From an optimization exercise on the open Yosys and OpenROAD flow, aimed at small area and a short achievable clock period; shortcuts taken in it are not production practice.
The RTL was checked by simulation tests, not by an equivalence proof against the original design.
No activity file was given, so power comes from the tool's default toggle rates.

File: design/flow/flow/run.sh
#!/bin/bash
set -e
cp standard.sh synth_recipe.tcl config.mk flow/ 2>/dev/null || true
bash standard.sh > standard.log 2>&1
File: design/flow/flow/synth_recipe.tcl
proc synth {args} { yosys synth -nofsm -noshare {*}$args }
source $::env(SCRIPTS_DIR)/synth.tcl
# left out here: clear keep_hierarchy, flatten, clean up, hide names made inside functions, write 1_2_yosys.v
File: design/flow/flow/config.mk
export PLATFORM = sky130hd
export DESIGN_NAME = FIR_Filter_16tap
export DESIGN_NICKNAME = bench
export VERILOG_FILES = /design/flow/design.v
export SDC_FILE = /design/flow/constraint.sdc
export NUM_CORES = 4
export LEC_CHECK = 0
export CAP_MARGIN = 20
export CORE_MARGIN = 2
export CORE_UTILIZATION = 40
export SLEW_MARGIN = 20
File: design/flow/flow/standard.sh
#!/bin/bash
# The standard flow's own layout of this design, on the ORFS make targets given (by default finish). After
# finish it leaves the final layout's DEF at /design/flow/out/final.def.
set -euo pipefail
make -C /OpenROAD-flow-scripts/flow DESIGN_CONFIG=/design/flow/config.mk WORK_HOME=/design/flow/orfs CLKGATE_MAP_FILE= SYNTH_SCRIPT=/design/flow/synth_recipe.tcl CAP_MARGIN=20 CORE_MARGIN=2 CORE_UTILIZATION=40 SLEW_MARGIN=20 "${@:-finish}"
if [[ -f /design/flow/orfs/results/sky130hd/FIR_Filter_16tap/base/6_final.odb ]]; then
  : # left out here: write the final layout as DEF
fi
File: design/flow/standard.sh
#!/bin/bash
# synth_recipe.tcl (not shown) runs the flow's synth.tcl, then flattens the netlist and writes it again
# the make line also repeats each setting of config.mk as NAME=value (left out here)
make -C /OpenROAD-flow-scripts/flow DESIGN_CONFIG=/design/flow/config.mk WORK_HOME=/design/flow/orfs CLKGATE_MAP_FILE= SYNTH_SCRIPT=/design/flow/synth_recipe.tcl "${@:-finish}"
File: design/flow/config.mk
export PLATFORM = sky130hd
export DESIGN_NAME = FIR_Filter_16tap
export DESIGN_NICKNAME = FIR_Filter_16tap
export VERILOG_FILES = /design/flow/design.v
export SDC_FILE = /design/flow/constraint.sdc
export NUM_CORES = 4
export LEC_CHECK = 0
export CAP_MARGIN = 20
export CORE_MARGIN = 2
export CORE_UTILIZATION = 40
export SLEW_MARGIN = 20
File: design/flow/constraint.sdc
create_clock -name core_clock -period 16.0 [get_ports {clk}]
set_input_delay 3.2000 -clock core_clock [delete_from_list [all_inputs] [get_ports {clk}]]
set_output_delay 3.2000 -clock core_clock [all_outputs]
set_load 0.01 [all_outputs]
File: design/flow/design.v
module FIR_Filter_16tap #(parameter N = 16)(
    input clk, reset, enable,
    input [N-1:0] data_in,
    output [31:0] data_out
);
  wire clr = reset | ~enable;
  wire clrn = ~clr;
  reg [15:0] x1;
  reg [15:0] x2;
  reg [15:0] x3;
  reg [15:0] xn4;
  reg [15:0] xn5;
  reg [15:0] xn6;
  reg [15:0] xn7;
  reg [15:0] xn8;
  reg [15:0] xn9;
  reg [15:0] xn10;
  reg [15:0] x11;
  reg [15:0] x12;
  reg [15:0] x13;
  reg [15:0] x14;
  reg [15:0] x15;
  reg [15:0] x16;
  reg [24:0] y1, C;
  wire [24:0] y1n = ~y1;
  wire t1;
  wire t2;
  wire t3;
  wire t4;
  wire t5;
  wire t6;
  wire t7;
  wire t8;
  wire t9;
  wire t10;
  wire t11;
  wire t12;
  wire t13;
  wire t14;
  wire t15;
  wire t16;
  wire t17;
  wire t18;
  wire t19;
  wire t20;
  wire t21;
  wire t22;
  wire t23;
  wire t24;
  wire t25;
  wire t26;
  wire t27;
  wire t28;
  wire t29;
  wire t30;
  wire t31;
  wire t32;
  wire t33;
  wire t34;
  wire t35;
  wire t36;
  wire t37;
  wire t38;
  wire t39;
  wire t40;
  wire t41;
  wire t42;
  wire t43;
  wire t44;
  wire t45;
  wire t46;
  wire t47;
  wire t48;
  wire t49;
  wire t50;
  wire t51;
  wire t52;
  wire t53;
  wire t54;
  wire t55;
  wire t56;
  wire t57;
  wire t58;
  wire t59;
  wire t60;
  wire t61;
  wire t62;
  wire t63;
  wire t64;
  wire t65;
  wire t66;
  wire t67;
  wire t68;
  wire t69;
  wire t70;
  wire t71;
  wire t72;
  wire t73;
  wire t74;
  wire t75;
  wire t76;
  wire t77;
  wire t78;
  wire t79;
  wire t80;
  wire t81;
  wire t82;
  wire t83;
  wire t84;
  wire t85;
  wire t86;
  wire t87;
  wire t88;
  wire t89;
  wire t90;
  wire t91;
  wire t92;
  wire t93;
  wire t94;
  wire t95;
  wire t96;
  wire t97;
  wire t98;
  wire t99;
  wire t100;
  wire t101;
  wire t102;
  wire t103;
  wire t104;
  wire t105;
  wire t106;
  wire t107;
  wire t108;
  wire t109;
  wire t110;
  wire t111;
  wire t112;
  wire t113;
  wire t114;
  wire t115;
  wire t116;
  wire t117;
  wire t118;
  wire t119;
  wire t120;
  wire t121;
  wire t122;
  wire t123;
  wire t124;
  wire t125;
  wire t126;
  wire t127;
  wire t128;
  wire t129;
  wire t130;
  wire t131;
  wire t132;
  wire t133;
  wire t134;
  wire t135;
  wire t136;
  wire t137;
  wire t138;
  wire t139;
  wire t140;
  wire t141;
  wire t142;
  wire t143;
  wire t144;
  wire t145;
  wire t146;
  wire t147;
  wire t148;
  wire t149;
  wire t150;
  wire t151;
  wire t152;
  wire t153;
  wire t154;
  wire t155;
  wire t156;
  wire t157;
  wire t158;
  wire t159;
  wire t160;
  wire t161;
  wire t162;
  wire t163;
  wire t164;
  wire t165;
  wire t166;
  wire t167;
  wire t168;
  wire t169;
  wire t170;
  wire t171;
  wire t172;
  wire t173;
  wire t174;
  wire t175;
  wire t176;
  wire t177;
  wire t178;
  wire t179;
  wire t180;
  wire t181;
  wire t182;
  wire t183;
  wire t184;
  wire t185;
  wire t186;
  wire t187;
  wire t188;
  wire t189;
  wire t190;
  wire t191;
  wire t192;
  wire t193;
  wire t194;
  wire t195;
  wire t196;
  wire t197;
  wire t198;
  wire t199;
  wire t200;
  wire t201;
  wire t202;
  wire t203;
  wire t204;
  wire t205;
  wire t206;
  wire t207;
  wire t208;
  wire t209;
  wire t210;
  wire t211;
  wire t212;
  wire t213;
  wire t214;
  wire t215;
  wire t216;
  wire t217;
  wire t218;
  wire t219;
  wire t220;
  wire t221;
  wire t222;
  wire t223;
  wire t224;
  wire t225;
  wire t226;
  wire t227;
  wire t228;
  wire t229;
  wire t230;
  wire t231;
  wire t232;
  wire t233;
  wire t234;
  wire t235;
  wire t236;
  wire t237;
  wire t238;
  wire t239;
  wire t240;
  wire t241;
  wire t242;
  wire t243;
  wire t244;
  wire t245;
  wire t246;
  wire t247;
  wire t248;
  wire t249;
  wire t250;
  wire t251;
  wire t252;
  wire t253;
  wire t254;
  wire t255;
  wire t256;
  wire t257;
  wire t258;
  wire t259;
  wire t260;
  wire t261;
  wire t262;
  wire t263;
  wire t264;
  wire t265;
  wire t266;
  wire t267;
  wire t268;
  wire t269;
  wire t270;
  wire t271;
  wire t272;
  wire t273;
  wire t274;
  wire t275;
  wire t276;
  wire t277;
  wire t278;
  wire t279;
  wire t280;
  wire t281;
  wire t282;
  wire t283;
  wire t284;
  wire t285;
  wire t286;
  wire t287;
  wire t288;
  wire t289;
  wire t290;
  wire t291;
  wire t292;
  wire t293;
  wire t294;
  wire t295;
  wire t296;
  wire t297;
  wire t298;
  wire t299;
  wire t300;
  wire t301;
  wire t302;
  wire t303;
  wire t304;
  wire t305;
  wire t306;
  wire t307;
  wire t308;
  wire t309;
  wire t310;
  wire t311;
  wire t312;
  wire t313;
  wire t314;
  wire t315;
  wire t316;
  wire t317;
  wire t318;
  wire t319;
  wire t320;
  wire t321;
  wire t322;
  wire t323;
  wire t324;
  wire t325;
  wire t326;
  wire t327;
  wire t328;
  wire t329;
  wire t330;
  wire t331;
  wire t332;
  wire t333;
  wire t334;
  wire t335;
  wire t336;
  wire t337;
  wire t338;
  wire t339;
  wire t340;
  wire t341;
  wire t342;
  wire t343;
  wire t344;
  wire t345;
  wire t346;
  wire t347;
  wire t348;
  wire t349;
  wire t350;
  wire t351;
  wire t352;
  wire t353;
  wire t354;
  wire t355;
  wire t356;
  wire t357;
  wire t358;
  wire t359;
  wire t360;
  wire t361;
  wire t362;
  wire t363;
  wire t364;
  wire t365;
  wire t366;
  wire t367;
  wire t368;
  wire t369;
  wire t370;
  wire t371;
  wire t372;
  wire t373;
  wire t374;
  wire t375;
  wire t376;
  wire t377;
  wire t378;
  wire t379;
  wire t380;
  wire t381;
  wire t382;
  wire t383;
  wire t384;
  wire t385;
  wire t386;
  wire t387;
  wire t388;
  wire t389;
  wire t390;
  wire t391;
  wire t392;
  wire t393;
  wire t394;
  wire t395;
  wire t396;
  wire t397;
  wire t398;
  wire t399;
  wire t400;
  wire t401;
  wire t402;
  wire t403;
  wire t404;
  wire t405;
  wire t406;
  wire t407;
  wire t408;
  wire t409;
  wire t410;
  wire t411;
  wire t412;
  wire t413;
  wire t414;
  wire t415;
  wire t416;
  wire t417;
  wire t418;
  wire t419;
  wire t420;
  wire t421;
  wire t422;
  wire t423;
  wire t424;
  wire t425;
  wire t426;
  wire t427;
  wire t428;
  wire t429;
  wire t430;
  wire t431;
  wire t432;
  wire t433;
  wire t434;
  wire t435;
  wire t436;
  wire t437;
  wire t438;
  wire t439;
  wire t440;
  wire t441;
  wire t442;
  wire t443;
  wire t444;
  wire t445;
  wire t446;
  wire t447;
  wire t448;
  wire t449;
  wire t450;
  wire t451;
  wire t452;
  wire t453;
  wire t454;
  wire t455;
  wire t456;
  wire t457;
  wire t458;
  wire t459;
  wire t460;
  wire t461;
  wire t462;
  wire t463;
  wire t464;
  wire t465;
  wire t466;
  wire t467;
  wire t468;
  wire t469;
  wire t470;
  wire t471;
  wire t472;
  wire t473;
  wire t474;
  wire t475;
  wire t476;
  wire t477;
  wire t478;
  wire t479;
  wire t480;
  wire t481;
  wire t482;
  wire t483;
  wire t484;
  wire t485;
  wire t486;
  wire t487;
  wire t488;
  wire t489;
  wire t490;
  wire t491;
  wire t492;
  wire t493;
  wire t494;
  wire t495;
  wire t496;
  wire t497;
  wire t498;
  wire t499;
  wire t500;
  wire t501;
  wire t502;
  wire t503;
  wire t504;
  wire t505;
  wire t506;
  wire t507;
  wire t508;
  wire t509;
  wire t510;
  wire t511;
  wire t512;
  wire t513;
  wire t514;
  wire t515;
  wire t516;
  wire t517;
  wire t518;
  wire t519;
  wire t520;
  wire t521;
  wire t522;
  wire t523;
  wire t524;
  wire t525;
  wire t526;
  wire t527;
  wire t528;
  wire t529;
  wire t530;
  wire t531;
  wire t532;
  wire t533;
  wire t534;
  wire t535;
  wire t536;
  wire t537;
  wire t538;
  wire t539;
  wire t540;
  wire t541;
  wire t542;
  wire t543;
  wire t544;
  assign t1 = y1[0] ^ x1[1] ^ C[1];
  assign t2 = (y1[0] & x1[1]) | (y1[0] & C[1]) | (x1[1] & C[1]);
  assign t3 = y1[1] ^ x1[2] ^ C[2];
  assign t4 = (y1[1] & x1[2]) | (y1[1] & C[2]) | (x1[2] & C[2]);
  assign t5 = y1[2] ^ x1[3] ^ C[3];
  assign t6 = (y1[2] & x1[3]) | (y1[2] & C[3]) | (x1[3] & C[3]);
  assign t7 = y1[3] ^ x1[4] ^ C[4];
  assign t8 = (y1[3] & x1[4]) | (y1[3] & C[4]) | (x1[4] & C[4]);
  assign t9 = y1[4] ^ x1[5] ^ C[5];
  assign t10 = (y1[4] & x1[5]) | (y1[4] & C[5]) | (x1[5] & C[5]);
  assign t11 = y1[5] ^ x1[6] ^ C[6];
  assign t12 = (y1[5] & x1[6]) | (y1[5] & C[6]) | (x1[6] & C[6]);
  assign t13 = y1[6] ^ x1[7] ^ C[7];
  assign t14 = (y1[6] & x1[7]) | (y1[6] & C[7]) | (x1[7] & C[7]);
  assign t15 = y1[7] ^ x1[8] ^ C[8];
  assign t16 = (y1[7] & x1[8]) | (y1[7] & C[8]) | (x1[8] & C[8]);
  assign t17 = y1[8] ^ x1[9] ^ C[9];
  assign t18 = (y1[8] & x1[9]) | (y1[8] & C[9]) | (x1[9] & C[9]);
  assign t19 = y1[9] ^ x1[10] ^ C[10];
  assign t20 = (y1[9] & x1[10]) | (y1[9] & C[10]) | (x1[10] & C[10]);
  assign t21 = y1[10] ^ x1[11] ^ C[11];
  assign t22 = (y1[10] & x1[11]) | (y1[10] & C[11]) | (x1[11] & C[11]);
  assign t23 = y1[11] ^ x1[12] ^ C[12];
  assign t24 = (y1[11] & x1[12]) | (y1[11] & C[12]) | (x1[12] & C[12]);
  assign t25 = y1[12] ^ x1[13] ^ C[13];
  assign t26 = (y1[12] & x1[13]) | (y1[12] & C[13]) | (x1[13] & C[13]);
  assign t27 = y1[13] ^ x1[14] ^ C[14];
  assign t28 = (y1[13] & x1[14]) | (y1[13] & C[14]) | (x1[14] & C[14]);
  assign t29 = y1[14] ^ x1[15] ^ C[15];
  assign t30 = (y1[14] & x1[15]) | (y1[14] & C[15]) | (x1[15] & C[15]);
  assign t31 = y1[15] ^ C[16] ^ t30;
  assign t32 = (y1[15] & C[16]) | (y1[15] & t30) | (C[16] & t30);
  assign t33 = y1[16] ^ C[17] ^ t32;
  assign t34 = (y1[16] & C[17]) | (y1[16] & t32) | (C[17] & t32);
  assign t35 = y1[17] ^ C[18] ^ t34;
  assign t36 = (y1[17] & C[18]) | (y1[17] & t34) | (C[18] & t34);
  assign t37 = y1[18] ^ C[19] ^ t36;
  assign t38 = (y1[18] & C[19]) | (y1[18] & t36) | (C[19] & t36);
  assign t39 = y1[19] ^ C[20] ^ t38;
  assign t40 = (y1[19] & C[20]) | (y1[19] & t38) | (C[20] & t38);
  assign t41 = y1[20] ^ C[21] ^ t40;
  assign t42 = (y1[20] & C[21]) | (y1[20] & t40) | (C[21] & t40);
  assign t43 = y1[21] ^ C[22] ^ t42;
  assign t44 = (y1[21] & C[22]) | (y1[21] & t42) | (C[22] & t42);
  assign t45 = y1[22] ^ C[23] ^ t44;
  assign t46 = (y1[22] & C[23]) | (y1[22] & t44) | (C[23] & t44);
  assign t47 = y1[23] ^ C[24] ^ t46;
  assign t48 = (y1[23] & C[24]) | (y1[23] & t46) | (C[24] & t46);
  wire [24:0] sA_a = {t47, t45, t43, t41, t39, t37, t35, t33, t31, t28, t26, t24, t22, t20, t18, t16, t14, t12, t10, t8, t6, t4, t2, t1, x1[0]};
  wire [24:0] sA_b = {1'b0, 1'b0, 1'b0, 1'b0, 1'b0, 1'b0, 1'b0, 1'b0, 1'b0, t29, t27, t25, t23, t21, t19, t17, t15, t13, t11, t9, t7, t5, t3, 1'b0, C[0]};
  wire [24:0] sA = sA_a + sA_b;
  assign t49 = data_in[1] ^ data_in[0] ^ sA[1];
  assign t50 = (data_in[1] & data_in[0]) | (data_in[1] & sA[1]) | (data_in[0] & sA[1]);
  assign t51 = data_in[2] ^ data_in[1] ^ sA[2];
  assign t52 = (data_in[2] & data_in[1]) | (data_in[2] & sA[2]) | (data_in[1] & sA[2]);
  assign t53 = data_in[3] ^ data_in[2] ^ sA[3];
  assign t54 = (data_in[3] & data_in[2]) | (data_in[3] & sA[3]) | (data_in[2] & sA[3]);
  assign t55 = data_in[4] ^ data_in[3] ^ sA[4];
  assign t56 = (data_in[4] & data_in[3]) | (data_in[4] & sA[4]) | (data_in[3] & sA[4]);
  assign t57 = data_in[5] ^ data_in[4] ^ sA[5];
  assign t58 = (data_in[5] & data_in[4]) | (data_in[5] & sA[5]) | (data_in[4] & sA[5]);
  assign t59 = data_in[6] ^ data_in[5] ^ sA[6];
  assign t60 = (data_in[6] & data_in[5]) | (data_in[6] & sA[6]) | (data_in[5] & sA[6]);
  assign t61 = data_in[7] ^ data_in[6] ^ sA[7];
  assign t62 = (data_in[7] & data_in[6]) | (data_in[7] & sA[7]) | (data_in[6] & sA[7]);
  assign t63 = data_in[8] ^ data_in[7] ^ sA[8];
  assign t64 = (data_in[8] & data_in[7]) | (data_in[8] & sA[8]) | (data_in[7] & sA[8]);
  assign t65 = data_in[9] ^ data_in[8] ^ sA[9];
  assign t66 = (data_in[9] & data_in[8]) | (data_in[9] & sA[9]) | (data_in[8] & sA[9]);
  assign t67 = data_in[10] ^ data_in[9] ^ sA[10];
  assign t68 = (data_in[10] & data_in[9]) | (data_in[10] & sA[10]) | (data_in[9] & sA[10]);
  assign t69 = data_in[11] ^ data_in[10] ^ sA[11];
  assign t70 = (data_in[11] & data_in[10]) | (data_in[11] & sA[11]) | (data_in[10] & sA[11]);
  assign t71 = data_in[12] ^ data_in[11] ^ sA[12];
  assign t72 = (data_in[12] & data_in[11]) | (data_in[12] & sA[12]) | (data_in[11] & sA[12]);
  assign t73 = data_in[13] ^ data_in[12] ^ sA[13];
  assign t74 = (data_in[13] & data_in[12]) | (data_in[13] & sA[13]) | (data_in[12] & sA[13]);
  assign t75 = data_in[14] ^ data_in[13] ^ sA[14];
  assign t76 = (data_in[14] & data_in[13]) | (data_in[14] & sA[14]) | (data_in[13] & sA[14]);
  assign t77 = data_in[15] ^ data_in[14] ^ sA[15];
  assign t78 = (data_in[15] & data_in[14]) | (data_in[15] & sA[15]) | (data_in[14] & sA[15]);
  assign t79 = data_in[15] ^ sA[16] ^ t78;
  assign t80 = (data_in[15] & sA[16]) | (data_in[15] & t78) | (sA[16] & t78);
  wire [24:0] sY_a = {sA[24], sA[23], sA[22], sA[21], sA[20], sA[19], sA[18], sA[17], t79, t76, t74, t72, t70, t68, t66, t64, t62, t60, t58, t56, t54, t52, t50, t49, data_in[0]};
  wire [24:0] sY_b = {1'b0, 1'b0, 1'b0, 1'b0, 1'b0, 1'b0, 1'b0, t80, 1'b0, t77, t75, t73, t71, t69, t67, t65, t63, t61, t59, t57, t55, t53, t51, 1'b0, sA[0]};
  wire [24:0] sY = sY_a + sY_b;
  assign t81 = 1'b1 ^ y1n[0] ^ x1[0];
  assign t82 = (1'b1 & y1n[0]) | (1'b1 & x1[0]) | (y1n[0] & x1[0]);
  assign t83 = x2[0] ^ x3[0] ^ xn5[0];
  assign t84 = (x2[0] & x3[0]) | (x2[0] & xn5[0]) | (x3[0] & xn5[0]);
  assign t85 = xn10[0] ^ x12[0] ^ x13[0];
  assign t86 = (xn10[0] & x12[0]) | (xn10[0] & x13[0]) | (x12[0] & x13[0]);
  assign t87 = x14[0] ^ x15[0] ^ x16[0];
  assign t88 = (x14[0] & x15[0]) | (x14[0] & x16[0]) | (x15[0] & x16[0]);
  assign t89 = t81 ^ t83 ^ t85;
  assign t90 = (t81 & t83) | (t81 & t85) | (t83 & t85);
  assign t91 = 1'b1 ^ y1n[1] ^ x1[1];
  assign t92 = (1'b1 & y1n[1]) | (1'b1 & x1[1]) | (y1n[1] & x1[1]);
  assign t93 = x2[1] ^ x3[1] ^ xn5[1];
  assign t94 = (x2[1] & x3[1]) | (x2[1] & xn5[1]) | (x3[1] & xn5[1]);
  assign t95 = xn6[0] ^ xn9[0] ^ xn10[1];
  assign t96 = (xn6[0] & xn9[0]) | (xn6[0] & xn10[1]) | (xn9[0] & xn10[1]);
  assign t97 = x12[1] ^ x13[1] ^ x14[1];
  assign t98 = (x12[1] & x13[1]) | (x12[1] & x14[1]) | (x13[1] & x14[1]);
  assign t99 = x15[1] ^ x16[1] ^ x16[0];
  assign t100 = (x15[1] & x16[1]) | (x15[1] & x16[0]) | (x16[1] & x16[0]);
  assign t101 = t82 ^ t84 ^ t86;
  assign t102 = (t82 & t84) | (t82 & t86) | (t84 & t86);
  assign t103 = t88 ^ t91 ^ t93;
  assign t104 = (t88 & t91) | (t88 & t93) | (t91 & t93);
  assign t105 = t95 ^ t97 ^ t99;
  assign t106 = (t95 & t97) | (t95 & t99) | (t97 & t99);
  assign t107 = t90 ^ t101 ^ t103;
  assign t108 = (t90 & t101) | (t90 & t103) | (t101 & t103);
  assign t109 = 1'b1 ^ y1n[2] ^ x1[2];
  assign t110 = (1'b1 & y1n[2]) | (1'b1 & x1[2]) | (y1n[2] & x1[2]);
  assign t111 = x2[2] ^ x3[2] ^ xn5[2];
  assign t112 = (x2[2] & x3[2]) | (x2[2] & xn5[2]) | (x3[2] & xn5[2]);
  assign t113 = xn6[1] ^ xn7[0] ^ xn8[0];
  assign t114 = (xn6[1] & xn7[0]) | (xn6[1] & xn8[0]) | (xn7[0] & xn8[0]);
  assign t115 = xn9[1] ^ xn10[2] ^ x12[2];
  assign t116 = (xn9[1] & xn10[2]) | (xn9[1] & x12[2]) | (xn10[2] & x12[2]);
  assign t117 = x13[2] ^ x14[2] ^ x15[2];
  assign t118 = (x13[2] & x14[2]) | (x13[2] & x15[2]) | (x14[2] & x15[2]);
  assign t119 = x16[2] ^ x16[1] ^ t92;
  assign t120 = (x16[2] & x16[1]) | (x16[2] & t92) | (x16[1] & t92);
  assign t121 = t94 ^ t96 ^ t98;
  assign t122 = (t94 & t96) | (t94 & t98) | (t96 & t98);
  assign t123 = t100 ^ t109 ^ t111;
  assign t124 = (t100 & t109) | (t100 & t111) | (t109 & t111);
  assign t125 = t113 ^ t115 ^ t117;
  assign t126 = (t113 & t115) | (t113 & t117) | (t115 & t117);
  assign t127 = t102 ^ t104 ^ t106;
  assign t128 = (t102 & t104) | (t102 & t106) | (t104 & t106);
  assign t129 = t119 ^ t121 ^ t123;
  assign t130 = (t119 & t121) | (t119 & t123) | (t121 & t123);
  assign t131 = t125 ^ t108 ^ t127;
  assign t132 = (t125 & t108) | (t125 & t127) | (t108 & t127);
  assign t133 = 1'b1 ^ y1n[3] ^ x1[3];
  assign t134 = (1'b1 & y1n[3]) | (1'b1 & x1[3]) | (y1n[3] & x1[3]);
  assign t135 = x2[3] ^ x3[3] ^ xn5[3];
  assign t136 = (x2[3] & x3[3]) | (x2[3] & xn5[3]) | (x3[3] & xn5[3]);
  assign t137 = xn6[2] ^ xn7[1] ^ xn8[1];
  assign t138 = (xn6[2] & xn7[1]) | (xn6[2] & xn8[1]) | (xn7[1] & xn8[1]);
  assign t139 = xn9[2] ^ xn10[3] ^ x12[3];
  assign t140 = (xn9[2] & xn10[3]) | (xn9[2] & x12[3]) | (xn10[3] & x12[3]);
  assign t141 = x13[3] ^ x14[3] ^ x15[3];
  assign t142 = (x13[3] & x14[3]) | (x13[3] & x15[3]) | (x14[3] & x15[3]);
  assign t143 = x16[3] ^ x16[2] ^ t110;
  assign t144 = (x16[3] & x16[2]) | (x16[3] & t110) | (x16[2] & t110);
  assign t145 = t112 ^ t114 ^ t116;
  assign t146 = (t112 & t114) | (t112 & t116) | (t114 & t116);
  assign t147 = t118 ^ t133 ^ t135;
  assign t148 = (t118 & t133) | (t118 & t135) | (t133 & t135);
  assign t149 = t137 ^ t139 ^ t141;
  assign t150 = (t137 & t139) | (t137 & t141) | (t139 & t141);
  assign t151 = t120 ^ t122 ^ t124;
  assign t152 = (t120 & t122) | (t120 & t124) | (t122 & t124);
  assign t153 = t126 ^ t143 ^ t145;
  assign t154 = (t126 & t143) | (t126 & t145) | (t143 & t145);
  assign t155 = t147 ^ t149 ^ t128;
  assign t156 = (t147 & t149) | (t147 & t128) | (t149 & t128);
  assign t157 = t130 ^ t151 ^ t153;
  assign t158 = (t130 & t151) | (t130 & t153) | (t151 & t153);
  assign t159 = t132 ^ t155 ^ t157;
  assign t160 = (t132 & t155) | (t132 & t157) | (t155 & t157);
  assign t161 = y1n[4] ^ x1[4] ^ x2[4];
  assign t162 = (y1n[4] & x1[4]) | (y1n[4] & x2[4]) | (x1[4] & x2[4]);
  assign t163 = x3[4] ^ xn5[4] ^ xn6[3];
  assign t164 = (x3[4] & xn5[4]) | (x3[4] & xn6[3]) | (xn5[4] & xn6[3]);
  assign t165 = xn7[2] ^ xn8[2] ^ xn9[3];
  assign t166 = (xn7[2] & xn8[2]) | (xn7[2] & xn9[3]) | (xn8[2] & xn9[3]);
  assign t167 = xn10[4] ^ x12[4] ^ x13[4];
  assign t168 = (xn10[4] & x12[4]) | (xn10[4] & x13[4]) | (x12[4] & x13[4]);
  assign t169 = x14[4] ^ x15[4] ^ x16[4];
  assign t170 = (x14[4] & x15[4]) | (x14[4] & x16[4]) | (x15[4] & x16[4]);
  assign t171 = x16[3] ^ t134 ^ t136;
  assign t172 = (x16[3] & t134) | (x16[3] & t136) | (t134 & t136);
  assign t173 = t138 ^ t140 ^ t142;
  assign t174 = (t138 & t140) | (t138 & t142) | (t140 & t142);
  assign t175 = t161 ^ t163 ^ t165;
  assign t176 = (t161 & t163) | (t161 & t165) | (t163 & t165);
  assign t177 = t167 ^ t169 ^ t144;
  assign t178 = (t167 & t169) | (t167 & t144) | (t169 & t144);
  assign t179 = t146 ^ t148 ^ t150;
  assign t180 = (t146 & t148) | (t146 & t150) | (t148 & t150);
  assign t181 = t171 ^ t173 ^ t175;
  assign t182 = (t171 & t173) | (t171 & t175) | (t173 & t175);
  assign t183 = t152 ^ t154 ^ t177;
  assign t184 = (t152 & t154) | (t152 & t177) | (t154 & t177);
  assign t185 = t179 ^ t181 ^ t156;
  assign t186 = (t179 & t181) | (t179 & t156) | (t181 & t156);
  assign t187 = t158 ^ t183 ^ t185;
  assign t188 = (t158 & t183) | (t158 & t185) | (t183 & t185);
  assign t189 = y1n[5] ^ x1[5] ^ x2[5];
  assign t190 = (y1n[5] & x1[5]) | (y1n[5] & x2[5]) | (x1[5] & x2[5]);
  assign t191 = x3[5] ^ xn5[5] ^ xn6[4];
  assign t192 = (x3[5] & xn5[5]) | (x3[5] & xn6[4]) | (xn5[5] & xn6[4]);
  assign t193 = xn7[3] ^ xn8[3] ^ xn9[4];
  assign t194 = (xn7[3] & xn8[3]) | (xn7[3] & xn9[4]) | (xn8[3] & xn9[4]);
  assign t195 = xn10[5] ^ x12[5] ^ x13[5];
  assign t196 = (xn10[5] & x12[5]) | (xn10[5] & x13[5]) | (x12[5] & x13[5]);
  assign t197 = x14[5] ^ x15[5] ^ x16[5];
  assign t198 = (x14[5] & x15[5]) | (x14[5] & x16[5]) | (x15[5] & x16[5]);
  assign t199 = x16[4] ^ t162 ^ t164;
  assign t200 = (x16[4] & t162) | (x16[4] & t164) | (t162 & t164);
  assign t201 = t166 ^ t168 ^ t170;
  assign t202 = (t166 & t168) | (t166 & t170) | (t168 & t170);
  assign t203 = t189 ^ t191 ^ t193;
  assign t204 = (t189 & t191) | (t189 & t193) | (t191 & t193);
  assign t205 = t195 ^ t197 ^ t172;
  assign t206 = (t195 & t197) | (t195 & t172) | (t197 & t172);
  assign t207 = t174 ^ t176 ^ t199;
  assign t208 = (t174 & t176) | (t174 & t199) | (t176 & t199);
  assign t209 = t201 ^ t203 ^ t178;
  assign t210 = (t201 & t203) | (t201 & t178) | (t203 & t178);
  assign t211 = t180 ^ t205 ^ t182;
  assign t212 = (t180 & t205) | (t180 & t182) | (t205 & t182);
  assign t213 = t207 ^ t184 ^ t209;
  assign t214 = (t207 & t184) | (t207 & t209) | (t184 & t209);
  assign t215 = t211 ^ t186 ^ t213;
  assign t216 = (t211 & t186) | (t211 & t213) | (t186 & t213);
  assign t217 = y1n[6] ^ x1[6] ^ x2[6];
  assign t218 = (y1n[6] & x1[6]) | (y1n[6] & x2[6]) | (x1[6] & x2[6]);
  assign t219 = x3[6] ^ xn5[6] ^ xn6[5];
  assign t220 = (x3[6] & xn5[6]) | (x3[6] & xn6[5]) | (xn5[6] & xn6[5]);
  assign t221 = xn7[4] ^ xn8[4] ^ xn9[5];
  assign t222 = (xn7[4] & xn8[4]) | (xn7[4] & xn9[5]) | (xn8[4] & xn9[5]);
  assign t223 = xn10[6] ^ x12[6] ^ x13[6];
  assign t224 = (xn10[6] & x12[6]) | (xn10[6] & x13[6]) | (x12[6] & x13[6]);
  assign t225 = x14[6] ^ x15[6] ^ x16[6];
  assign t226 = (x14[6] & x15[6]) | (x14[6] & x16[6]) | (x15[6] & x16[6]);
  assign t227 = x16[5] ^ t190 ^ t192;
  assign t228 = (x16[5] & t190) | (x16[5] & t192) | (t190 & t192);
  assign t229 = t194 ^ t196 ^ t198;
  assign t230 = (t194 & t196) | (t194 & t198) | (t196 & t198);
  assign t231 = t217 ^ t219 ^ t221;
  assign t232 = (t217 & t219) | (t217 & t221) | (t219 & t221);
  assign t233 = t223 ^ t225 ^ t200;
  assign t234 = (t223 & t225) | (t223 & t200) | (t225 & t200);
  assign t235 = t202 ^ t204 ^ t227;
  assign t236 = (t202 & t204) | (t202 & t227) | (t204 & t227);
  assign t237 = t229 ^ t231 ^ t206;
  assign t238 = (t229 & t231) | (t229 & t206) | (t231 & t206);
  assign t239 = t208 ^ t233 ^ t235;
  assign t240 = (t208 & t233) | (t208 & t235) | (t233 & t235);
  assign t241 = t210 ^ t237 ^ t212;
  assign t242 = (t210 & t237) | (t210 & t212) | (t237 & t212);
  assign t243 = t239 ^ t214 ^ t241;
  assign t244 = (t239 & t214) | (t239 & t241) | (t214 & t241);
  assign t245 = y1n[7] ^ x1[7] ^ x2[7];
  assign t246 = (y1n[7] & x1[7]) | (y1n[7] & x2[7]) | (x1[7] & x2[7]);
  assign t247 = x3[7] ^ xn5[7] ^ xn6[6];
  assign t248 = (x3[7] & xn5[7]) | (x3[7] & xn6[6]) | (xn5[7] & xn6[6]);
  assign t249 = xn7[5] ^ xn8[5] ^ xn9[6];
  assign t250 = (xn7[5] & xn8[5]) | (xn7[5] & xn9[6]) | (xn8[5] & xn9[6]);
  assign t251 = xn10[7] ^ x12[7] ^ x13[7];
  assign t252 = (xn10[7] & x12[7]) | (xn10[7] & x13[7]) | (x12[7] & x13[7]);
  assign t253 = x14[7] ^ x15[7] ^ x16[7];
  assign t254 = (x14[7] & x15[7]) | (x14[7] & x16[7]) | (x15[7] & x16[7]);
  assign t255 = x16[6] ^ t218 ^ t220;
  assign t256 = (x16[6] & t218) | (x16[6] & t220) | (t218 & t220);
  assign t257 = t222 ^ t224 ^ t226;
  assign t258 = (t222 & t224) | (t222 & t226) | (t224 & t226);
  assign t259 = t245 ^ t247 ^ t249;
  assign t260 = (t245 & t247) | (t245 & t249) | (t247 & t249);
  assign t261 = t251 ^ t253 ^ t228;
  assign t262 = (t251 & t253) | (t251 & t228) | (t253 & t228);
  assign t263 = t230 ^ t232 ^ t255;
  assign t264 = (t230 & t232) | (t230 & t255) | (t232 & t255);
  assign t265 = t257 ^ t259 ^ t234;
  assign t266 = (t257 & t259) | (t257 & t234) | (t259 & t234);
  assign t267 = t236 ^ t261 ^ t263;
  assign t268 = (t236 & t261) | (t236 & t263) | (t261 & t263);
  assign t269 = t238 ^ t265 ^ t240;
  assign t270 = (t238 & t265) | (t238 & t240) | (t265 & t240);
  assign t271 = t267 ^ t242 ^ t269;
  assign t272 = (t267 & t242) | (t267 & t269) | (t242 & t269);
  assign t273 = y1n[8] ^ x1[8] ^ x2[8];
  assign t274 = (y1n[8] & x1[8]) | (y1n[8] & x2[8]) | (x1[8] & x2[8]);
  assign t275 = x3[8] ^ xn5[8] ^ xn6[7];
  assign t276 = (x3[8] & xn5[8]) | (x3[8] & xn6[7]) | (xn5[8] & xn6[7]);
  assign t277 = xn7[6] ^ xn8[6] ^ xn9[7];
  assign t278 = (xn7[6] & xn8[6]) | (xn7[6] & xn9[7]) | (xn8[6] & xn9[7]);
  assign t279 = xn10[8] ^ x12[8] ^ x13[8];
  assign t280 = (xn10[8] & x12[8]) | (xn10[8] & x13[8]) | (x12[8] & x13[8]);
  assign t281 = x14[8] ^ x15[8] ^ x16[8];
  assign t282 = (x14[8] & x15[8]) | (x14[8] & x16[8]) | (x15[8] & x16[8]);
  assign t283 = x16[7] ^ t246 ^ t248;
  assign t284 = (x16[7] & t246) | (x16[7] & t248) | (t246 & t248);
  assign t285 = t250 ^ t252 ^ t254;
  assign t286 = (t250 & t252) | (t250 & t254) | (t252 & t254);
  assign t287 = t273 ^ t275 ^ t277;
  assign t288 = (t273 & t275) | (t273 & t277) | (t275 & t277);
  assign t289 = t279 ^ t281 ^ t256;
  assign t290 = (t279 & t281) | (t279 & t256) | (t281 & t256);
  assign t291 = t258 ^ t260 ^ t283;
  assign t292 = (t258 & t260) | (t258 & t283) | (t260 & t283);
  assign t293 = t285 ^ t287 ^ t262;
  assign t294 = (t285 & t287) | (t285 & t262) | (t287 & t262);
  assign t295 = t264 ^ t289 ^ t291;
  assign t296 = (t264 & t289) | (t264 & t291) | (t289 & t291);
  assign t297 = t266 ^ t293 ^ t268;
  assign t298 = (t266 & t293) | (t266 & t268) | (t293 & t268);
  assign t299 = t295 ^ t270 ^ t297;
  assign t300 = (t295 & t270) | (t295 & t297) | (t270 & t297);
  assign t301 = y1n[9] ^ x1[9] ^ x2[9];
  assign t302 = (y1n[9] & x1[9]) | (y1n[9] & x2[9]) | (x1[9] & x2[9]);
  assign t303 = x3[9] ^ xn5[9] ^ xn6[8];
  assign t304 = (x3[9] & xn5[9]) | (x3[9] & xn6[8]) | (xn5[9] & xn6[8]);
  assign t305 = xn7[7] ^ xn8[7] ^ xn9[8];
  assign t306 = (xn7[7] & xn8[7]) | (xn7[7] & xn9[8]) | (xn8[7] & xn9[8]);
  assign t307 = xn10[9] ^ x12[9] ^ x13[9];
  assign t308 = (xn10[9] & x12[9]) | (xn10[9] & x13[9]) | (x12[9] & x13[9]);
  assign t309 = x14[9] ^ x15[9] ^ x16[9];
  assign t310 = (x14[9] & x15[9]) | (x14[9] & x16[9]) | (x15[9] & x16[9]);
  assign t311 = x16[8] ^ t274 ^ t276;
  assign t312 = (x16[8] & t274) | (x16[8] & t276) | (t274 & t276);
  assign t313 = t278 ^ t280 ^ t282;
  assign t314 = (t278 & t280) | (t278 & t282) | (t280 & t282);
  assign t315 = t301 ^ t303 ^ t305;
  assign t316 = (t301 & t303) | (t301 & t305) | (t303 & t305);
  assign t317 = t307 ^ t309 ^ t284;
  assign t318 = (t307 & t309) | (t307 & t284) | (t309 & t284);
  assign t319 = t286 ^ t288 ^ t311;
  assign t320 = (t286 & t288) | (t286 & t311) | (t288 & t311);
  assign t321 = t313 ^ t315 ^ t290;
  assign t322 = (t313 & t315) | (t313 & t290) | (t315 & t290);
  assign t323 = t292 ^ t317 ^ t319;
  assign t324 = (t292 & t317) | (t292 & t319) | (t317 & t319);
  assign t325 = t294 ^ t321 ^ t296;
  assign t326 = (t294 & t321) | (t294 & t296) | (t321 & t296);
  assign t327 = t323 ^ t298 ^ t325;
  assign t328 = (t323 & t298) | (t323 & t325) | (t298 & t325);
  assign t329 = y1n[10] ^ x1[10] ^ x2[10];
  assign t330 = (y1n[10] & x1[10]) | (y1n[10] & x2[10]) | (x1[10] & x2[10]);
  assign t331 = x3[10] ^ xn5[10] ^ xn6[9];
  assign t332 = (x3[10] & xn5[10]) | (x3[10] & xn6[9]) | (xn5[10] & xn6[9]);
  assign t333 = xn7[8] ^ xn8[8] ^ xn9[9];
  assign t334 = (xn7[8] & xn8[8]) | (xn7[8] & xn9[9]) | (xn8[8] & xn9[9]);
  assign t335 = xn10[10] ^ x12[10] ^ x13[10];
  assign t336 = (xn10[10] & x12[10]) | (xn10[10] & x13[10]) | (x12[10] & x13[10]);
  assign t337 = x14[10] ^ x15[10] ^ x16[10];
  assign t338 = (x14[10] & x15[10]) | (x14[10] & x16[10]) | (x15[10] & x16[10]);
  assign t339 = x16[9] ^ t302 ^ t304;
  assign t340 = (x16[9] & t302) | (x16[9] & t304) | (t302 & t304);
  assign t341 = t306 ^ t308 ^ t310;
  assign t342 = (t306 & t308) | (t306 & t310) | (t308 & t310);
  assign t343 = t329 ^ t331 ^ t333;
  assign t344 = (t329 & t331) | (t329 & t333) | (t331 & t333);
  assign t345 = t335 ^ t337 ^ t312;
  assign t346 = (t335 & t337) | (t335 & t312) | (t337 & t312);
  assign t347 = t314 ^ t316 ^ t339;
  assign t348 = (t314 & t316) | (t314 & t339) | (t316 & t339);
  assign t349 = t341 ^ t343 ^ t318;
  assign t350 = (t341 & t343) | (t341 & t318) | (t343 & t318);
  assign t351 = t320 ^ t345 ^ t347;
  assign t352 = (t320 & t345) | (t320 & t347) | (t345 & t347);
  assign t353 = t322 ^ t349 ^ t324;
  assign t354 = (t322 & t349) | (t322 & t324) | (t349 & t324);
  assign t355 = t351 ^ t326 ^ t353;
  assign t356 = (t351 & t326) | (t351 & t353) | (t326 & t353);
  assign t357 = y1n[11] ^ x1[11] ^ x2[11];
  assign t358 = (y1n[11] & x1[11]) | (y1n[11] & x2[11]) | (x1[11] & x2[11]);
  assign t359 = x3[11] ^ xn5[11] ^ xn6[10];
  assign t360 = (x3[11] & xn5[11]) | (x3[11] & xn6[10]) | (xn5[11] & xn6[10]);
  assign t361 = xn7[9] ^ xn8[9] ^ xn9[10];
  assign t362 = (xn7[9] & xn8[9]) | (xn7[9] & xn9[10]) | (xn8[9] & xn9[10]);
  assign t363 = xn10[11] ^ x12[11] ^ x13[11];
  assign t364 = (xn10[11] & x12[11]) | (xn10[11] & x13[11]) | (x12[11] & x13[11]);
  assign t365 = x14[11] ^ x15[11] ^ x16[11];
  assign t366 = (x14[11] & x15[11]) | (x14[11] & x16[11]) | (x15[11] & x16[11]);
  assign t367 = x16[10] ^ t330 ^ t332;
  assign t368 = (x16[10] & t330) | (x16[10] & t332) | (t330 & t332);
  assign t369 = t334 ^ t336 ^ t338;
  assign t370 = (t334 & t336) | (t334 & t338) | (t336 & t338);
  assign t371 = t357 ^ t359 ^ t361;
  assign t372 = (t357 & t359) | (t357 & t361) | (t359 & t361);
  assign t373 = t363 ^ t365 ^ t340;
  assign t374 = (t363 & t365) | (t363 & t340) | (t365 & t340);
  assign t375 = t342 ^ t344 ^ t367;
  assign t376 = (t342 & t344) | (t342 & t367) | (t344 & t367);
  assign t377 = t369 ^ t371 ^ t346;
  assign t378 = (t369 & t371) | (t369 & t346) | (t371 & t346);
  assign t379 = t348 ^ t373 ^ t375;
  assign t380 = (t348 & t373) | (t348 & t375) | (t373 & t375);
  assign t381 = t350 ^ t377 ^ t352;
  assign t382 = (t350 & t377) | (t350 & t352) | (t377 & t352);
  assign t383 = t379 ^ t354 ^ t381;
  assign t384 = (t379 & t354) | (t379 & t381) | (t354 & t381);
  assign t385 = y1n[12] ^ x1[12] ^ x2[12];
  assign t386 = (y1n[12] & x1[12]) | (y1n[12] & x2[12]) | (x1[12] & x2[12]);
  assign t387 = x3[12] ^ xn5[12] ^ xn6[11];
  assign t388 = (x3[12] & xn5[12]) | (x3[12] & xn6[11]) | (xn5[12] & xn6[11]);
  assign t389 = xn7[10] ^ xn8[10] ^ xn9[11];
  assign t390 = (xn7[10] & xn8[10]) | (xn7[10] & xn9[11]) | (xn8[10] & xn9[11]);
  assign t391 = xn10[12] ^ x12[12] ^ x13[12];
  assign t392 = (xn10[12] & x12[12]) | (xn10[12] & x13[12]) | (x12[12] & x13[12]);
  assign t393 = x14[12] ^ x15[12] ^ x16[12];
  assign t394 = (x14[12] & x15[12]) | (x14[12] & x16[12]) | (x15[12] & x16[12]);
  assign t395 = x16[11] ^ t358 ^ t360;
  assign t396 = (x16[11] & t358) | (x16[11] & t360) | (t358 & t360);
  assign t397 = t362 ^ t364 ^ t366;
  assign t398 = (t362 & t364) | (t362 & t366) | (t364 & t366);
  assign t399 = t385 ^ t387 ^ t389;
  assign t400 = (t385 & t387) | (t385 & t389) | (t387 & t389);
  assign t401 = t391 ^ t393 ^ t368;
  assign t402 = (t391 & t393) | (t391 & t368) | (t393 & t368);
  assign t403 = t370 ^ t372 ^ t395;
  assign t404 = (t370 & t372) | (t370 & t395) | (t372 & t395);
  assign t405 = t397 ^ t399 ^ t374;
  assign t406 = (t397 & t399) | (t397 & t374) | (t399 & t374);
  assign t407 = t376 ^ t401 ^ t403;
  assign t408 = (t376 & t401) | (t376 & t403) | (t401 & t403);
  assign t409 = t378 ^ t405 ^ t380;
  assign t410 = (t378 & t405) | (t378 & t380) | (t405 & t380);
  assign t411 = t407 ^ t382 ^ t409;
  assign t412 = (t407 & t382) | (t407 & t409) | (t382 & t409);
  assign t413 = y1n[13] ^ x1[13] ^ x2[13];
  assign t414 = (y1n[13] & x1[13]) | (y1n[13] & x2[13]) | (x1[13] & x2[13]);
  assign t415 = x3[13] ^ xn5[13] ^ xn6[12];
  assign t416 = (x3[13] & xn5[13]) | (x3[13] & xn6[12]) | (xn5[13] & xn6[12]);
  assign t417 = xn7[11] ^ xn8[11] ^ xn9[12];
  assign t418 = (xn7[11] & xn8[11]) | (xn7[11] & xn9[12]) | (xn8[11] & xn9[12]);
  assign t419 = xn10[13] ^ x12[13] ^ x13[13];
  assign t420 = (xn10[13] & x12[13]) | (xn10[13] & x13[13]) | (x12[13] & x13[13]);
  assign t421 = x14[13] ^ x15[13] ^ x16[13];
  assign t422 = (x14[13] & x15[13]) | (x14[13] & x16[13]) | (x15[13] & x16[13]);
  assign t423 = x16[12] ^ t386 ^ t388;
  assign t424 = (x16[12] & t386) | (x16[12] & t388) | (t386 & t388);
  assign t425 = t390 ^ t392 ^ t394;
  assign t426 = (t390 & t392) | (t390 & t394) | (t392 & t394);
  assign t427 = t413 ^ t415 ^ t417;
  assign t428 = (t413 & t415) | (t413 & t417) | (t415 & t417);
  assign t429 = t419 ^ t421 ^ t396;
  assign t430 = (t419 & t421) | (t419 & t396) | (t421 & t396);
  assign t431 = t398 ^ t400 ^ t423;
  assign t432 = (t398 & t400) | (t398 & t423) | (t400 & t423);
  assign t433 = t425 ^ t427 ^ t402;
  assign t434 = (t425 & t427) | (t425 & t402) | (t427 & t402);
  assign t435 = t404 ^ t429 ^ t431;
  assign t436 = (t404 & t429) | (t404 & t431) | (t429 & t431);
  assign t437 = t406 ^ t433 ^ t408;
  assign t438 = (t406 & t433) | (t406 & t408) | (t433 & t408);
  assign t439 = t435 ^ t410 ^ t437;
  assign t440 = (t435 & t410) | (t435 & t437) | (t410 & t437);
  assign t441 = y1n[14] ^ x1[14] ^ x2[14];
  assign t442 = (y1n[14] & x1[14]) | (y1n[14] & x2[14]) | (x1[14] & x2[14]);
  assign t443 = x3[14] ^ xn5[14] ^ xn6[13];
  assign t444 = (x3[14] & xn5[14]) | (x3[14] & xn6[13]) | (xn5[14] & xn6[13]);
  assign t445 = xn7[12] ^ xn8[12] ^ xn9[13];
  assign t446 = (xn7[12] & xn8[12]) | (xn7[12] & xn9[13]) | (xn8[12] & xn9[13]);
  assign t447 = xn10[14] ^ x12[14] ^ x13[14];
  assign t448 = (xn10[14] & x12[14]) | (xn10[14] & x13[14]) | (x12[14] & x13[14]);
  assign t449 = x14[14] ^ x15[14] ^ x16[14];
  assign t450 = (x14[14] & x15[14]) | (x14[14] & x16[14]) | (x15[14] & x16[14]);
  assign t451 = x16[13] ^ t414 ^ t416;
  assign t452 = (x16[13] & t414) | (x16[13] & t416) | (t414 & t416);
  assign t453 = t418 ^ t420 ^ t422;
  assign t454 = (t418 & t420) | (t418 & t422) | (t420 & t422);
  assign t455 = t441 ^ t443 ^ t445;
  assign t456 = (t441 & t443) | (t441 & t445) | (t443 & t445);
  assign t457 = t447 ^ t449 ^ t424;
  assign t458 = (t447 & t449) | (t447 & t424) | (t449 & t424);
  assign t459 = t426 ^ t428 ^ t451;
  assign t460 = (t426 & t428) | (t426 & t451) | (t428 & t451);
  assign t461 = t453 ^ t455 ^ t430;
  assign t462 = (t453 & t455) | (t453 & t430) | (t455 & t430);
  assign t463 = t432 ^ t457 ^ t459;
  assign t464 = (t432 & t457) | (t432 & t459) | (t457 & t459);
  assign t465 = t434 ^ t461 ^ t436;
  assign t466 = (t434 & t461) | (t434 & t436) | (t461 & t436);
  assign t467 = t463 ^ t438 ^ t465;
  assign t468 = (t463 & t438) | (t463 & t465) | (t438 & t465);
  assign t469 = y1n[15] ^ x1[15] ^ x2[15];
  assign t470 = (y1n[15] & x1[15]) | (y1n[15] & x2[15]) | (x1[15] & x2[15]);
  assign t471 = x3[15] ^ xn5[15] ^ xn6[14];
  assign t472 = (x3[15] & xn5[15]) | (x3[15] & xn6[14]) | (xn5[15] & xn6[14]);
  assign t473 = xn7[13] ^ xn8[13] ^ xn9[14];
  assign t474 = (xn7[13] & xn8[13]) | (xn7[13] & xn9[14]) | (xn8[13] & xn9[14]);
  assign t475 = xn10[15] ^ x12[15] ^ x13[15];
  assign t476 = (xn10[15] & x12[15]) | (xn10[15] & x13[15]) | (x12[15] & x13[15]);
  assign t477 = x14[15] ^ x15[15] ^ x16[15];
  assign t478 = (x14[15] & x15[15]) | (x14[15] & x16[15]) | (x15[15] & x16[15]);
  assign t479 = x16[14] ^ t442 ^ t444;
  assign t480 = (x16[14] & t442) | (x16[14] & t444) | (t442 & t444);
  assign t481 = t446 ^ t448 ^ t450;
  assign t482 = (t446 & t448) | (t446 & t450) | (t448 & t450);
  assign t483 = t469 ^ t471 ^ t473;
  assign t484 = (t469 & t471) | (t469 & t473) | (t471 & t473);
  assign t485 = t475 ^ t477 ^ t452;
  assign t486 = (t475 & t477) | (t475 & t452) | (t477 & t452);
  assign t487 = t454 ^ t456 ^ t479;
  assign t488 = (t454 & t456) | (t454 & t479) | (t456 & t479);
  assign t489 = t481 ^ t483 ^ t458;
  assign t490 = (t481 & t483) | (t481 & t458) | (t483 & t458);
  assign t491 = t460 ^ t485 ^ t487;
  assign t492 = (t460 & t485) | (t460 & t487) | (t485 & t487);
  assign t493 = t462 ^ t489 ^ t464;
  assign t494 = (t462 & t489) | (t462 & t464) | (t489 & t464);
  assign t495 = t491 ^ t466 ^ t493;
  assign t496 = (t491 & t466) | (t491 & t493) | (t466 & t493);
  assign t497 = y1n[16] ^ xn6[15] ^ xn7[14];
  assign t498 = (y1n[16] & xn6[15]) | (y1n[16] & xn7[14]) | (xn6[15] & xn7[14]);
  assign t499 = xn8[14] ^ xn9[15] ^ x16[15];
  assign t500 = (xn8[14] & xn9[15]) | (xn8[14] & x16[15]) | (xn9[15] & x16[15]);
  assign t501 = t470 ^ t472 ^ t474;
  assign t502 = (t470 & t472) | (t470 & t474) | (t472 & t474);
  assign t503 = t476 ^ t478 ^ t497;
  assign t504 = (t476 & t478) | (t476 & t497) | (t478 & t497);
  assign t505 = t499 ^ t480 ^ t482;
  assign t506 = (t499 & t480) | (t499 & t482) | (t480 & t482);
  assign t507 = t484 ^ t501 ^ t503;
  assign t508 = (t484 & t501) | (t484 & t503) | (t501 & t503);
  assign t509 = t486 ^ t488 ^ t505;
  assign t510 = (t486 & t488) | (t486 & t505) | (t488 & t505);
  assign t511 = t507 ^ t490 ^ t492;
  assign t512 = (t507 & t490) | (t507 & t492) | (t490 & t492);
  assign t513 = t509 ^ t494 ^ t511;
  assign t514 = (t509 & t494) | (t509 & t511) | (t494 & t511);
  assign t515 = 1'b1 ^ y1n[17] ^ xn7[15];
  assign t516 = (1'b1 & y1n[17]) | (1'b1 & xn7[15]) | (y1n[17] & xn7[15]);
  assign t517 = xn8[15] ^ t498 ^ t500;
  assign t518 = (xn8[15] & t498) | (xn8[15] & t500) | (t498 & t500);
  assign t519 = t515 ^ t502 ^ t504;
  assign t520 = (t515 & t502) | (t515 & t504) | (t502 & t504);
  assign t521 = t517 ^ t506 ^ t508;
  assign t522 = (t517 & t506) | (t517 & t508) | (t506 & t508);
  assign t523 = t519 ^ t510 ^ t521;
  assign t524 = (t519 & t510) | (t519 & t521) | (t510 & t521);
  assign t525 = t512 ^ t523 ^ t514;
  assign t526 = (t512 & t523) | (t512 & t514) | (t523 & t514);
  assign t527 = y1n[18] ^ t516 ^ t518;
  assign t528 = (y1n[18] & t516) | (y1n[18] & t518) | (t516 & t518);
  assign t529 = t520 ^ t527 ^ t522;
  assign t530 = (t520 & t527) | (t520 & t522) | (t527 & t522);
  assign t531 = t524 ^ t529 ^ t526;
  assign t532 = (t524 & t529) | (t524 & t526) | (t529 & t526);
  assign t533 = y1n[19] ^ t528 ^ t530;
  assign t534 = (y1n[19] & t528) | (y1n[19] & t530) | (t528 & t530);
  assign t535 = 1'b1 ^ y1n[20] ^ t534;
  assign t536 = (1'b1 & y1n[20]) | (1'b1 & t534) | (y1n[20] & t534);
  assign t537 = 1'b1 ^ y1n[21] ^ t536;
  assign t538 = (1'b1 & y1n[21]) | (1'b1 & t536) | (y1n[21] & t536);
  assign t539 = 1'b1 ^ y1n[22] ^ t538;
  assign t540 = (1'b1 & y1n[22]) | (1'b1 & t538) | (y1n[22] & t538);
  assign t541 = 1'b1 ^ y1n[23] ^ t540;
  assign t542 = (1'b1 & y1n[23]) | (1'b1 & t540) | (y1n[23] & t540);
  assign t543 = 1'b1 ^ y1n[24] ^ t542;
  assign t544 = (1'b1 & y1n[24]) | (1'b1 & t542) | (y1n[24] & t542);
  wire [24:0] sC_a = {t543, t541, t539, t537, t535, t532, t531, t525, t496, t468, t440, t412, t384, t356, t328, t300, t272, t244, t216, t188, t160, t159, t129, t105, t87};
  wire [24:0] sC_b = {1'b0, 1'b0, 1'b0, 1'b0, 1'b0, t533, 1'b0, 1'b0, t513, t495, t467, t439, t411, t383, t355, t327, t299, t271, t243, t215, t187, 1'b0, t131, t107, t89};
  wire [24:0] sC = sC_a + sC_b;
  always @(posedge clk) begin
    x1 <= data_in & {16{clrn}};
    x2 <= x1 & {16{clrn}};
    x3 <= x2 & {16{clrn}};
    xn4 <= ~(x3 & {16{clrn}});
    xn5 <= xn4 | {16{clr}};
    xn6 <= xn5 | {16{clr}};
    xn7 <= xn6 | {16{clr}};
    xn8 <= xn7 | {16{clr}};
    xn9 <= xn8 | {16{clr}};
    xn10 <= xn9 | {16{clr}};
    x11 <= ~(xn10 | {16{clr}});
    x12 <= x11 & {16{clrn}};
    x13 <= x12 & {16{clrn}};
    x14 <= x13 & {16{clrn}};
    x15 <= x14 & {16{clrn}};
    x16 <= x15 & {16{clrn}};
    y1 <= sY & {25{clrn}};
    C <= sC & {25{clrn}};
  end
  assign data_out = {7'd0, y1};
endmodule
==> results of run 1 <==
## state kept, by name (all words and copies together), names as in the netlist
signal	count
x13	16
x2	16
xn7	16
xn4	16
xn5	16
x16	16
x12	16
x11	16
y1	25
C	25
x15	16
x14	16
xn9	16
x1	16
xn8	16
xn10	16
x3	16
xn6	16
## placed cells by master (no fill, tap or decap), types with 13 or more instances in the layout
master                            synthesis  final
sky130_fd_sc_hd__a21o_1                  13     13
sky130_fd_sc_hd__xnor2_1                 36     36
sky130_fd_sc_hd__o21ai_0                 23     23
sky130_fd_sc_hd__nand2_1                 85     85
sky130_fd_sc_hd__and2_1                  80     80
sky130_fd_sc_hd__fa_1                   262    262
sky130_fd_sc_hd__nand2b_1                55     54
sky130_fd_sc_hd__ha_1                    59     59
sky130_fd_sc_hd__clkbuf_16                0     31
sky130_fd_sc_hd__xor2_1                  23     23
sky130_fd_sc_hd__clkdlybuf4s50_1          0     43
sky130_fd_sc_hd__dfxtp_1                306    306
sky130_fd_sc_hd__inv_1                  390    390
sky130_fd_sc_hd__a21oi_1                 47     47
sky130_fd_sc_hd__nor2_1                 133    133
## metal layers
| layer | global-route usage | wire length (µm) | up-vias |
|---|---|---|---|
| li1 | - | - | 5005 |
| met1 | 0.1958 | 13910 | 5005 |
| met2 | 0.2705 | 16220 | 105 |
| met3 | 0.02522 | 1034 | 47 |
| met4 | 0.04080 | 827 | 0 |
| met5 | 0 | 0 | - |
## power groups by stage
stage | clock [mW] | sequential (mW) | combinational (mW)
2_1_floorplan | 0 | 0.853 | 1.62
3_3_place_gp | 0 | 0.866 | 2.02
3_5_place_dp | 0 | 0.865 | 2.06
4_1_cts | 0.777 | 0.848 | 2.07
5_1_grt | 0.808 | 0.852 | 2.34
6_report | 0.754 | 0.846 | 2.05
## cells by family after synthesis
kind of cell,share of synthesized area
buffers and inverters,0.09672
AND/OR/NAND/NOR,0.1174
adder cells (fa/ha/maj),0.3475
flip-flops,0.3558
AO/OA/AOI/OAI,0.05181
XOR/XNOR,0.03001
other,0.0002178
multiplexers,0.0005814
## final timing paths
kind / start / endpoint / slack (ns) / cells past startpoint
hold reg to reg: x3[2]$_DFF_P_ / xn4[2]$_DFF_P_ / 0.39 / 1
setup reg to reg: x1[14]$_DFF_P_ / C[23]$_DFF_P_ / 10.01 / 19
setup / recovery: data_in[5] / y1[23]$_DFF_P_ / 9.58 / 14
hold / removal: x3[2]$_DFF_P_ / xn4[2]$_DFF_P_ / 0.39 / 1
## area by class of cell
| cell class | count | area, µm² |
|---|---|---|
| Clock inverter | 16 | 200.2 |
| Tap cell | 546 | 683.2 |
| Inverter | 390 | 1464 |
| Multi-Input combinational cell | 931 | 9464 |
| Sequential cell | 306 | 6126 |
| Timing Repair Buffer | 46 | 452.9 |
| Fill cell | 4077 | 23540 |
| Clock buffer | 40 | 859.6 |
## worst max-delay path, stage by stage
cell,delay (ns)
sky130_fd_sc_hd__clkdlybuf4s50_1,0.45
sky130_fd_sc_hd__inv_1,0.08
sky130_fd_sc_hd__fa_1,0.54
sky130_fd_sc_hd__inv_1,0.04
sky130_fd_sc_hd__ha_1,0.36
sky130_fd_sc_hd__a21oi_1,0.27
sky130_fd_sc_hd__o21ai_0,0.17
sky130_fd_sc_hd__o31ai_1,0.51
sky130_fd_sc_hd__o21ai_0,0.26
sky130_fd_sc_hd__a21oi_1,0.24
sky130_fd_sc_hd__nor2_1,0.06
sky130_fd_sc_hd__o21ai_0,0.41
sky130_fd_sc_hd__or4_1,0.19
sky130_fd_sc_hd__a21oi_1,0.06
==> run summary, run 1 <==
----------------------------------------------------
[Status]
  Outcome ... complete, no violations

[Power]
  Cell internal power dissipation ... 2.135 mW
  Sequential share of power ... 0.232
  Total power of the final layout ... 3.648 mW
  Portion of total power attributed to combinational logic ... 0.561
  Max rail drop VDD ... 0.0001304 V
  Net switching component of the power ... 1.512 mW
  Net switching share of the total power ... 0.4146
  Power per standard cell area ... 189.5 nW/µm²
  Leakage ... 8.846 nW
  Share of total power in the clock network ... 0.207

[Final layout]
  Fraction of final layout cells sized beyond drive strength 1 ... 0.03933
  Non-filler instance count after layout ... 2275
  Ant diodes ... 0
  Final core utilization ... 0.4499
  Signed area change from the synthesized netlist to the final layout ... 11.80%
  Nets ... 2046
  Final standard cell area without fillers ... 19250 µm²

[Worst setup path]
  Data required, critical path ... 16.41 ns
  Class of the most critical setup path ... in -> reg
  Critical-path maximum fanout ... 6
  Kind of capture point of the worst setup path ... flip-flop
  Arrival time of the worst setup path ... 6.84 ns
  Kind of start point of the critical path ... input pin

[Drt]
  Wirelength, routed ... 31990 µm
  DR DRC count ... 0
  Via count ... 10160
  Per-cell routed wire length ... 14.06 µm
  Vias per inst ... 4.467
  Number of DRC markers after the initial detailed-route iteration ... 354
  Number of optimization iterations in the first detailed-route pass ... 5
  Number of routed nets with antenna violations ... 0

[STA]
  RSZ-0062 raised after global routing ... no
  Setup TNS ... 0 ns
  Worst Slack Setup Final ... 9.575 ns
  Transition time at the pin with the least slew margin ... 0.9205 ns
  Final Skew ... 0.009531 ns
  Hold_ws ... 0.3867 ns
  Final hold viol count ... 0
  Period utilization ... 0.4015
  Achievable frequency ... 155.7 MHz
  Min Tclk post-route ... 6.425 ns
  Setup violation total in the final timing report ... 0
  Max transition margin ... 0.3863
  Number of max-slew violations in the final report ... 0

[Global routing]
  Via count of the first global-routing pass ... 11110
  Maximum number of pins on one net before global-route repair ... 101
  Wire length of the first global-routing pass ... 54630 µm
  Antenna violations before repair ... 0
  Overall fraction of global-route tracks in use ... 0.1536
  Remaining Overflow, GRT ... 0

[Floorplan]
  Std cell rows ... 76
  Vert. Die Dim ... 211.5 µm
  Starting Density ... 0.4024
  X dimension of the die ... 211.5 µm
  Core Footprint ... 42790 µm²
  Number of top-level design ports ... 51
  Die area ... 44720 µm²

[Placed design]
  Pre-CTS WS ... 9.080 ns
  Total of buffers placed on input and output ports ... 43
  Area after DPL ... 18190 µm²
  Placer congestion estimate ... 0.8170
  Post-DP HPWL ... 25310 µm
  Placed Cells ... 2219

[Clock network]
  TritonCTS clock tree ... done
  Number of buffers inserted by post-CTS setup repair ... 0
  Clk Tree Root Cell ... sky130_fd_sc_hd__clkbuf_16
  Post-CTS resize count ... 0
  CTS clock-pin slew for the worst setup and hold paths ... 0.06 ns
  # clock sinks ... 306
  Cts-stage hold buffer count ... 0
  Largest buffer count on any clock path ... 3
  Cts bufs inserted ... 31
  Clock latency at the later pin of the worst-skew pair ... 0.57 ns
  Total number of H-tree levels ... 1

[Worst hold path]
  Min-Delay Path Class ... reg -> reg

[Logic synthesis]
  Average cell area after synthesis ... 10.35 µm²
  Cell type with the highest aggregate area in the netlist ... sky130_fd_sc_hd__dfxtp_1
  Cell area after synthesis ... 17220 µm²
  Number of distinct standard cells referenced by the synthesized netlist ... 58
  Number of synthesis warnings ... 1
  Cell types with the highest counts after synthesis ... 390 x sky130_fd_sc_hd__inv_1, 306 x sky130_fd_sc_hd__dfxtp_1, 262 x sky130_fd_sc_hd__fa_1
  Top-count cell post-synth ... sky130_fd_sc_hd__inv_1
  Post-synth top area share ... 0.3558
  Number of enable-type register cells in the synthesized netlist ... 0
  Share of synthesized registers carrying an async set or reset ... 0
  Number of synthesized register bits ... 306
  Area contributors post-synth ... sky130_fd_sc_hd__dfxtp_1 36%, sky130_fd_sc_hd__fa_1 30%, sky130_fd_sc_hd__inv_1 8.5%
  Post-synthesis sequential area ratio ... 0.3558
  Leading register cell type out of synthesis ... sky130_fd_sc_hd__dfxtp_1
  Post-synthesis cell count ... 1663

[Job]
  Max-cap violations ... 0

----------------------------------------------------
==> run 2, diff against run 1 <==
==> design/flow/run.sh (new file) <==
#!/bin/bash
# synth_recipe.tcl (not shown) runs the flow's synth.tcl, then flattens the netlist and writes it again
# the make line also repeats each setting of config.mk as NAME=value (left out here)
make -C /OpenROAD-flow-scripts/flow DESIGN_CONFIG=/design/flow/config.mk WORK_HOME=/design/flow/orfs CLKGATE_MAP_FILE= SYNTH_SCRIPT=/design/flow/synth_recipe.tcl finish
removed: design/flow/flow/run.sh
removed: design/flow/flow/synth_recipe.tcl
removed: design/flow/flow/config.mk
removed: design/flow/flow/standard.sh
removed: design/flow/standard.sh
==> run 2 against run 1 <==
Against the previous run:
- global-route usage is the same
- combinational power about the same
- count of clock-buffer cells in the layout stayed put
- clock power about the same
- critical endpoint unchanged
- largest cell class unchanged
==> run summary, run 2 <==
----------------------------------------------------
[Status]
  Outcome ... complete, no violations (unchanged)

[Drt]
  DR DRC count ... 0 (unchanged)
  Via count ... 10160 (unchanged)
  Per-cell routed wire length ... 14.06 µm (unchanged)
  Uppermost layer routed ... met4 (unchanged)
  Routed wl met2 ... 16220 µm (unchanged)
  Number of optimization iterations in the first detailed-route pass ... 5 (unchanged)
  Met3 wire len ... 1034 µm (unchanged)
  Number of DRC markers after the initial detailed-route iteration ... 354 (unchanged)

[Placed design]
  Area after DPL ... 18190 µm² (unchanged)
  Total of buffers placed on input and output ports ... 43 (unchanged)

[Global routing]
  Maximum number of pins on one net before global-route repair ... 101 (unchanged)
  Overall fraction of global-route tracks in use ... 0.1536 (unchanged)

[Floorplan]
  X dimension of the die ... 211.5 µm (unchanged)

[Clock network]
  Cts-stage hold buffer count ... 0 (unchanged)
  Clock latency at the later pin of the worst-skew pair ... 0.57 ns (about the same)

[Logic synthesis]
  Share of synthesized registers carrying an async set or reset ... 0 (unchanged)
  Post-synthesis sequential area ratio ... 0.3558 (unchanged)
  Cell types with the highest counts after synthesis ... 390 x sky130_fd_sc_hd__inv_1, 306 x sky130_fd_sc_hd__dfxtp_1, 262 x sky130_fd_sc_hd__fa_1 (unchanged)

[Worst setup path]
  Kind of start point of the critical path ... input pin (unchanged)
  Kind of capture point of the worst setup path ... flip-flop (unchanged)

[Final layout]
  Most frequent cells in the layout ... 390 x sky130_fd_sc_hd__inv_1, 306 x sky130_fd_sc_hd__dfxtp_1, 262 x sky130_fd_sc_hd__fa_1 (unchanged)
  Final standard cell area without fillers ... 19250 µm² (unchanged)
  Area taken by multi-input logic gates ... 9464 µm² (unchanged)
  Number of fillers in the final layout ... 4077 (unchanged)
  Most frequent standard cell in the layout excluding fill and tap cells ... sky130_fd_sc_hd__inv_1 (unchanged)

[Power]
  Power per standard cell area ... 189.5 nW/µm² (unchanged)
  Max rail drop VDD ... 0.0001304 V (unchanged)

[STA]
  Final hold viol count ... 0 (unchanged)
  Period utilization ... 0.4015 (unchanged)
  Max transition margin ... 0.3863 (unchanged)
  Achievable frequency ... 155.7 MHz (unchanged)
  Setup violation total in the final timing report ... 0 (unchanged)
  Min Tclk post-route ... 6.425 ns (unchanged)

----------------------------------------------------
-- run 2: cell counts after synthesis --
No cell type changed its count.
-- run 2: per-stage QoR --
step	setup WS, ns	hold WS, ns	util	power, mW
2_1_floorplan	10.01	0.3579	-	2.474
3_3_place_gp	9.145	0.3702	0.4251	2.881
3_5_place_dp	9.080	0.3724	0.4251	2.922
4_1_cts	9.660	0.3828	0.4499	3.694
5_1_grt	9.281	0.4088	0.4499	4.000
6_report	9.575	0.3867	0.4499	3.648
-- run 2: cell type report --
type,instances,share of cell area
clock buffers,40,0.04465
clock inverters,16,0.01040
inverters,390,0.07605
multi-input cells,931,0.4916
flip-flops and latches,306,0.3182
well taps,546,0.03549
repair buffers,46,0.02353
-- run 2: worst max-delay path, delay by kind of cell --
family / cells / cell delay (ns)
adders and majority gates: 2 / 0.90
AOI/OAI and AO/OA: 7 / 1.92
buffers and inverters: 3 / 0.57
and+or+nand+nor: 2 / 0.25
-- run 2: path summary, 6_finish.rpt --
path	start	to	slack [ns]	cells past startpoint
worst min-delay path	x3[2]$_DFF_P_	xn4[2]$_DFF_P_	0.39	1
worst max-delay path	data_in[5]	y1[23]$_DFF_P_	9.58	14
worst min register to register	x3[2]$_DFF_P_	xn4[2]$_DFF_P_	0.39	1
worst max register to register	x1[14]$_DFF_P_	C[23]$_DFF_P_	10.01	19
-- run 2: routing by layer --
layer / track usage / vias up
li1: - / 5005
met5: 0 / -
met3: 0.02522 / 47
met2: 0.2705 / 105
met4: 0.04080 / 0
met1: 0.1958 / 5005
-- run 2: where the power goes --
group | switching, mW | internal (mW) | leakage (nW)
registers | 0.0406 | 0.806 | 2.48
clock network | 0.310 | 0.444 | 0.521
logic | 1.16 | 0.886 | 5.85
-- run 2: cells by family after synthesis --
kind of cell               Yosys count  share of synthesized area
xor gates and xnor gates            59                    0.03001
other                                1                  0.0002178
DFF                                306                     0.3558
adders and majority gates          321                     0.3475
buffers and inverters              432                    0.09672
and+or+nand+nor                    409                     0.1174
AOI/OAI and AO/OA                  134                    0.05181
muxes                                1                  0.0005814

## afterwards: timing with drivers on the ports
No port has a modelled driver above. Below, the same layouts with a new extraction and two added sets of constraints.
Step 1 sets driving cells, clkbuf_16 on the clock port and buf_2 on the other inputs (assumed; they add their load-dependent delay and slew).
Step 2 times the ports against the registers' clock, not the clock port: input delays grow and output delays shrink by t, the midpoint of the rising clock arrivals with the driver on.
Slacks: no drivers / after step 1 / after step 2; pairs: no drivers / after step 1.
run	t, ns	slack for setup (ns)	hold WS [ns]	worst slew at a driven data input, ns
run 1	0.619	9.575 / 9.607 / 8.988	0.387 / 0.387 / 0.387	0.04
run 2	0.619	9.575 / 9.607 / 8.988	0.387 / 0.387 / 0.387	0.04
After both steps setup and hold are still met in every run listed.
